What follows belongs to an exercise in optimizing a design on an open flow for small area; a production flow would make more cautious choices.
At most, simulation tests tie the RTL to the original design; equivalence was not proved.
Power is estimated from default activity; no workload was simulated.

## run 1
==> flow/design.v (excerpt) <==
module axis_uart_v1_0 #(
	parameter integer BAUD_PRESCALER = 10,
	parameter integer PARITY = 0,
	parameter integer BYTE_SIZE = 8,
	parameter integer STOP_BITS = 0,
	parameter integer FIFO_DEPTH = 16,
	parameter integer FLOW_CONTROL = 1,
	parameter integer DYNAMIC_CONFIG = 1
)
(
	input wire aclk,
	input wire aresetn,
	input wire [23:0]s_axis_config_tdata,
	input wire s_axis_config_tvalid,
	output wire s_axis_config_tready,
	input wire [15:0]s_axis_tdata,
	input wire s_axis_tvalid,
	output wire s_axis_tready,
	output wire [15:0]m_axis_tdata,
	output wire m_axis_tuser,
	output wire m_axis_tvalid,
	input wire m_axis_tready,
	output wire tx,
	input wire rx,
	output wire rts,
	input wire cts
);
Size in the first run: roughly 2100 cells after synthesis.
clock: 8.0 ns
lec_check: 0
cap_margin: 20
core_margin: 2
core_utilization: 65
place_density: 0.7
slew_margin: 20
synth_hierarchical: 1
standard.sh (not shown) runs the stock make flow with config.mk's settings and CLKGATE_MAP_FILE= SYNTH_SCRIPT=/design/flow/synth_recipe.tcl, a recipe that flattens the netlist after the stock synthesis.
==> flow/flow/run.sh <==
#!/bin/bash
# Standard ORFS layout (the standard.sh) with two changes: port buffers use
# the smallest buffer, and clock tree synthesis uses no dummy loads and small
# clusters of small clock buffers.
set -euo pipefail
export BUFFER_PORTS_ARGS="-buffer_cell sky130_fd_sc_hd__buf_1"
export CTS_ARGS="-sink_clustering_enable -repair_clock_nets -dont_use_dummy_load -buf_list sky130_fd_sc_hd__clkbuf_4 -sink_clustering_size 10 -sink_clustering_max_diameter 45"
bash standard.sh > standard_flow.log 2>&1
Looking at the reports, run 1 completed the entire flow and the layout it produced met the timing, design-rule and antenna checks.
[inputs] run 2 vs run 1
Settings: changing PLACE_DENSITY from 0.7 to 0.75; changing CORE_UTILIZATION from 65 to 70.
Findings:
- Wire: run 2 routes less than run 1
- Between run 1 and run 2, total met3 wirelength after detailed routing decreased.
- Between run 2 and run 1, it is run 2 whose die extent in y is lower, by 3.6%.
- Comparing run 2 and run 1, the lower clock period minus final worst setup slack was measured on run 1.
- Run 2 vs run 1 on worst hold path depth: run 2 is the lower one.
- Run 2 vs run 1 — clock network fraction of design power rose 0.2 points.
### run 2 -> run 3
Settings: swapping 70 for 75 in CORE_UTILIZATION; swapping 0.75 for 0.8 in PLACE_DENSITY.
Notes after the runs:
Number of optimization iterations in the first detailed-route pass: run 3 and run 2 compared, lower one is run 3
[compare] base=run 2 new=run 3: combinational fraction of design power level; peak ir drop on the vdd network rose by 0.031 mV; non-clock buffer count went down; worst setup slack shows an increase of 49 ps; routed wire length went up by 880 um.

---

Another version of the RTL of axis_uart_v1_0 (not shown whole).
Size: about 2200 cells after synthesis, roughly 630 flip-flops, ~69 I/O pins, roughly 25000 µm² of cells after synthesis.
export LEC_CHECK = 0
export CAP_MARGIN = 20
export CORE_MARGIN = 2
export CORE_UTILIZATION = 70
export PLACE_DENSITY = 0.75
export SLEW_MARGIN = 20
export SYNTH_HIERARCHICAL = 1
create_clock -name core_clock -period 8.0 [get_ports {aclk}]
==> flow/flow/run.sh <==
#!/bin/bash
# Standard ORFS layout (the standard.sh) with two changes: port buffers use
# the smallest buffer, and clock tree synthesis uses no dummy loads and small
# clusters of small clock buffers.
set -euo pipefail
export BUFFER_PORTS_ARGS="-buffer_cell sky130_fd_sc_hd__buf_1"
export CTS_ARGS="-sink_clustering_enable -repair_clock_nets -dont_use_dummy_load -buf_list sky130_fd_sc_hd__clkbuf_4 -sink_clustering_size 11 -sink_clustering_max_diameter 45"
bash standard.sh > standard_flow.log 2>&1
==> next run, changes <==
==> flow/flow/run.sh (replaced) <==
#!/bin/bash
# Standard ORFS layout with two changes: port buffers use the smallest buffer,
# and clock tree synthesis uses no dummy loads and smaller clusters.
set -euo pipefail
export BUFFER_PORTS_ARGS="-buffer_cell sky130_fd_sc_hd__buf_1"
export CTS_ARGS="-sink_clustering_enable -repair_clock_nets -dont_use_dummy_load -buf_list sky130_fd_sc_hd__clkbuf_8 -sink_clustering_size 16 -sink_clustering_max_diameter 50"
bash standard.sh > standard_flow.log 2>&1
- CORE_UTILIZATION: 70 -> 60
- PLACE_DENSITY: 0.75 -> unset
Effect: The new run ran to the end with no violations; final cell count went up by 2.4%; combinational power stays flat; sequential power stays flat; register-to-register slack improves by 0.07 ns; count of clock-buffer cells in the layout went down by 15; sequential cell count is unchanged; routed wire length went up by 2.6%; via count went down by about 1.5%.

---

Setup of alpha:
axis_uart_v1_0, a different RTL version from the one above (not shown whole).
Size in the first run: roughly 2100 cells after synthesis, roughly 69 I/O pins, about 24000 um^2 of cells after synthesis.
clock: 8.0 ns
lec_check: 0
cap_margin: 20
core_margin: 2
core_utilization: 70
place_density: 0.75
slew_margin: 20
synth_hierarchical: 1
==> flow/flow/run.sh <==
#!/bin/bash
# Standard ORFS layout (the standard.sh) with two changes: port buffers use
# the smallest buffer, and clock tree synthesis uses no dummy loads and small
# clusters of small clock buffers.
set -euo pipefail
export BUFFER_PORTS_ARGS="-buffer_cell sky130_fd_sc_hd__buf_1"
export CTS_ARGS="-sink_clustering_enable -repair_clock_nets -dont_use_dummy_load -buf_list sky130_fd_sc_hd__clkbuf_4 -sink_clustering_size 9 -sink_clustering_max_diameter 40"
bash standard.sh > standard_flow.log 2>&1
[inputs] beta vs alpha
Settings: a change of CORE_UTILIZATION from 70 to 80; a change of PLACE_DENSITY from 0.75 to 0.85; a change of CAP_MARGIN from 20 to 10; a change of SLEW_MARGIN from 20 to 10.
-- flow/flow/run.sh --
<<< alpha, line 7
export CTS_ARGS="-sink_clustering_enable -repair_clock_nets -dont_use_dummy_load -buf_list sky130_fd_sc_hd__clkbuf_4 -sink_clustering_size 9 -sink_clustering_max_diameter 40"
>>> beta, line 7
export CTS_ARGS="-sink_clustering_enable -repair_clock_nets -dont_use_dummy_load -buf_list sky130_fd_sc_hd__clkbuf_4 -sink_clustering_size 10 -sink_clustering_max_diameter 45"
Notes after the runs:
- beta ends up with a final cycle utilization of the critical path that is 1.8 points higher than in alpha.
- Switching power on beta is ahead of alpha.
- Between alpha and beta, the non-clock buffering overhead in the final layout is higher for alpha.
- When beta is measured against alpha, its detailed-route wire length per cell turns out 1.9% higher.
- beta gives more share of total power in combinational logic than alpha did.
- Area of all placed cells without fillers is lower on beta
- Compared to alpha, the routing of beta uses less wire.
- Slack of the worst reg-to-reg path deteriorates in beta relative to alpha.
- Diff alpha -> beta: worst hold slack increased 0.047 ns, detailed router's first-iteration violation count increased about 26%.
Modified inputs, gamma compared to beta
Settings: CAP_MARGIN: 10 -> 20; PLACE_DENSITY: 0.85 -> 0.75; CORE_UTILIZATION: 80 -> 70; SLEW_MARGIN: 10 -> 20.
==> summary.txt <==
- Max freq beta -> gamma: improved
- gamma ends up with higher die area than beta does.
- Reported for beta and gamma, total number of multi-input combinational cells turned out identical to the last digit.
- beta finished all stages; the layout is clean.
- gamma finished every step from synthesis to the final layout, and the layout passed the timing, design-rule and antenna checks.
- Between beta and gamma, the number of flip-flops and latches figures differ only marginally.
- [gamma vs beta] area share of buffers outside the clock network: higher in gamma
- Between beta and gamma, the post-layout worst setup margin is higher for gamma.
- gamma — routed wire length 1.1% higher, beta as reference

---

axis_uart_v1_0, a different RTL version from the one above (not shown whole).
Size: about 69 I/O pins, ~25,000 µm² of cells after synthesis.
Settings: LEC_CHECK=0, CAP_MARGIN=20, CORE_MARGIN=2, CORE_UTILIZATION=60, SLEW_MARGIN=20; clock period 8.0 ns.
==> flow/flow/run.sh <==
#!/bin/bash
# Standard ORFS layout with two changes: port buffers use the smallest buffer,
# and clock tree synthesis uses no dummy loads and smaller clusters.
set -euo pipefail
export BUFFER_PORTS_ARGS="-buffer_cell sky130_fd_sc_hd__buf_1"
export CTS_ARGS="-sink_clustering_enable -repair_clock_nets -dont_use_dummy_load -buf_list sky130_fd_sc_hd__clkbuf_16 -sink_clustering_size 30 -sink_clustering_max_diameter 60"
bash standard.sh > standard_flow.log 2>&1
Edit:
==> flow/run.sh (new file) <==
#!/bin/bash
# synth_recipe.tcl (not shown) runs the flow's synth.tcl, then flattens the netlist and writes it again
# the make line also repeats each setting of config.mk as NAME=value (left out here)
make -C /OpenROAD-flow-scripts/flow DESIGN_CONFIG=/design/flow/config.mk WORK_HOME=/design/flow/orfs CLKGATE_MAP_FILE= SYNTH_SCRIPT=/design/flow/synth_recipe.tcl finish
- CORE_UTILIZATION: 60 -> 40
removed: flow/flow/run.sh
removed: flow/standard.sh
After rerunning: Worst setup slack is worse by 0.53 ns. Routed wire length rose by 5.1%. Total power goes up by 18%. Die area rose by 49%. Hold slack gets better by 0.016 ns. Non-clock buffer count came out lower by 3. Synthesized cell count is unchanged. Via count is higher by 1.2%.
Edit:
==> flow/flow/run.sh (new file) <==
#!/bin/bash
# Standard ORFS layout with two changes: port buffers use the smallest buffer,
# and clock tree synthesis uses no dummy loads and smaller clusters.
set -euo pipefail
export BUFFER_PORTS_ARGS="-buffer_cell sky130_fd_sc_hd__buf_1"
export CTS_ARGS="-sink_clustering_enable -repair_clock_nets -dont_use_dummy_load -buf_list sky130_fd_sc_hd__clkbuf_8 -sink_clustering_size 16 -sink_clustering_max_diameter 50"
bash standard.sh > standard_flow.log 2>&1
==> flow/standard.sh (new file) <==
#!/bin/bash
# synth_recipe.tcl (not shown) runs the flow's synth.tcl, then flattens the netlist and writes it again
# the make line also repeats each setting of config.mk as NAME=value (left out here)
make -C /OpenROAD-flow-scripts/flow DESIGN_CONFIG=/design/flow/config.mk WORK_HOME=/design/flow/orfs CLKGATE_MAP_FILE= SYNTH_SCRIPT=/design/flow/synth_recipe.tcl "${@:-finish}"
- CORE_UTILIZATION: 40 -> 60
removed: flow/run.sh
Result: Design area went down by a little under a tenth; combinational power came out lower by roughly a tenth; hold slack gets worse by 0.023 ns; setup slack improves by 0.39 ns; routed wire length shrinks by a few percent; critical path depth does not change; clock skew came out higher by 0.049 ns; non-clock buffer count is higher by 3; global-route usage climbs by 7.9 points.
No functional check of the RTL was part of any run of this note.

## port drivers added, routing unchanged
The results above use ideal ports. As a check the final layouts listed here were re-extracted and re-timed, cells and wires unchanged. Step 1 sets driving cells, clkbuf_16 on the clock port and buf_2 on the other inputs (assumed; they add their load-dependent delay and slew). Step 2 adds t to the input delays and takes it off the output delays; t is the mean of the earliest and latest rising clock arrival at the registers after step 1. Input paths then give back, and output paths get back, about the clock's delay inside the block. Three values: ideal, step 1, step 2; two values: the first two.
run | t, ns | setup WS [ns] | worst hold slack (ns) | worst data-port slew with drivers (ns)
run 1 | 0.812 | 2.183 / 2.183 / 2.183 | 0.418 / 0.418 / 0.418 | 0.04
run 2 | 0.810 | 2.072 / 2.072 / 2.072 | 0.447 / 0.447 / 0.447 | 0.07
run 3 | 0.776 | 2.121 / 2.121 / 2.121 | 0.409 / 0.409 / 0.409 | 0.04
the first run of note 2 | 0.822 | 2.253 / 2.253 / 2.253 | 0.419 / 0.419 / 0.419 | 0.04
the second run of note 2 | 0.701 | 2.319 / 2.319 / 2.319 | 0.414 / 0.414 / 0.414 | 0.05
alpha | 0.786 | 2.246 / 2.246 / 2.246 | 0.385 / 0.385 / 0.385 | 0.07
beta | 0.788 | 2.100 / 2.100 / 2.100 | 0.432 / 0.432 / 0.432 | 0.04
gamma | 0.804 | 2.313 / 2.313 / 2.313 | 0.369 / 0.369 / 0.369 | 0.07
the first run of note 4 | 0.627 | 3.369 / 3.311 / 3.938 | 0.413 / 0.413 / 0.413 | 0.04
the second run of note 4 | 0.659 | 2.840 / 2.778 / 3.437 | 0.429 / 0.429 / 0.429 | 0.04
the third run of note 4 | 0.680 | 3.232 / 3.178 / 3.859 | 0.406 / 0.406 / 0.406 | 0.04
After both steps setup and hold are still met in every run listed.
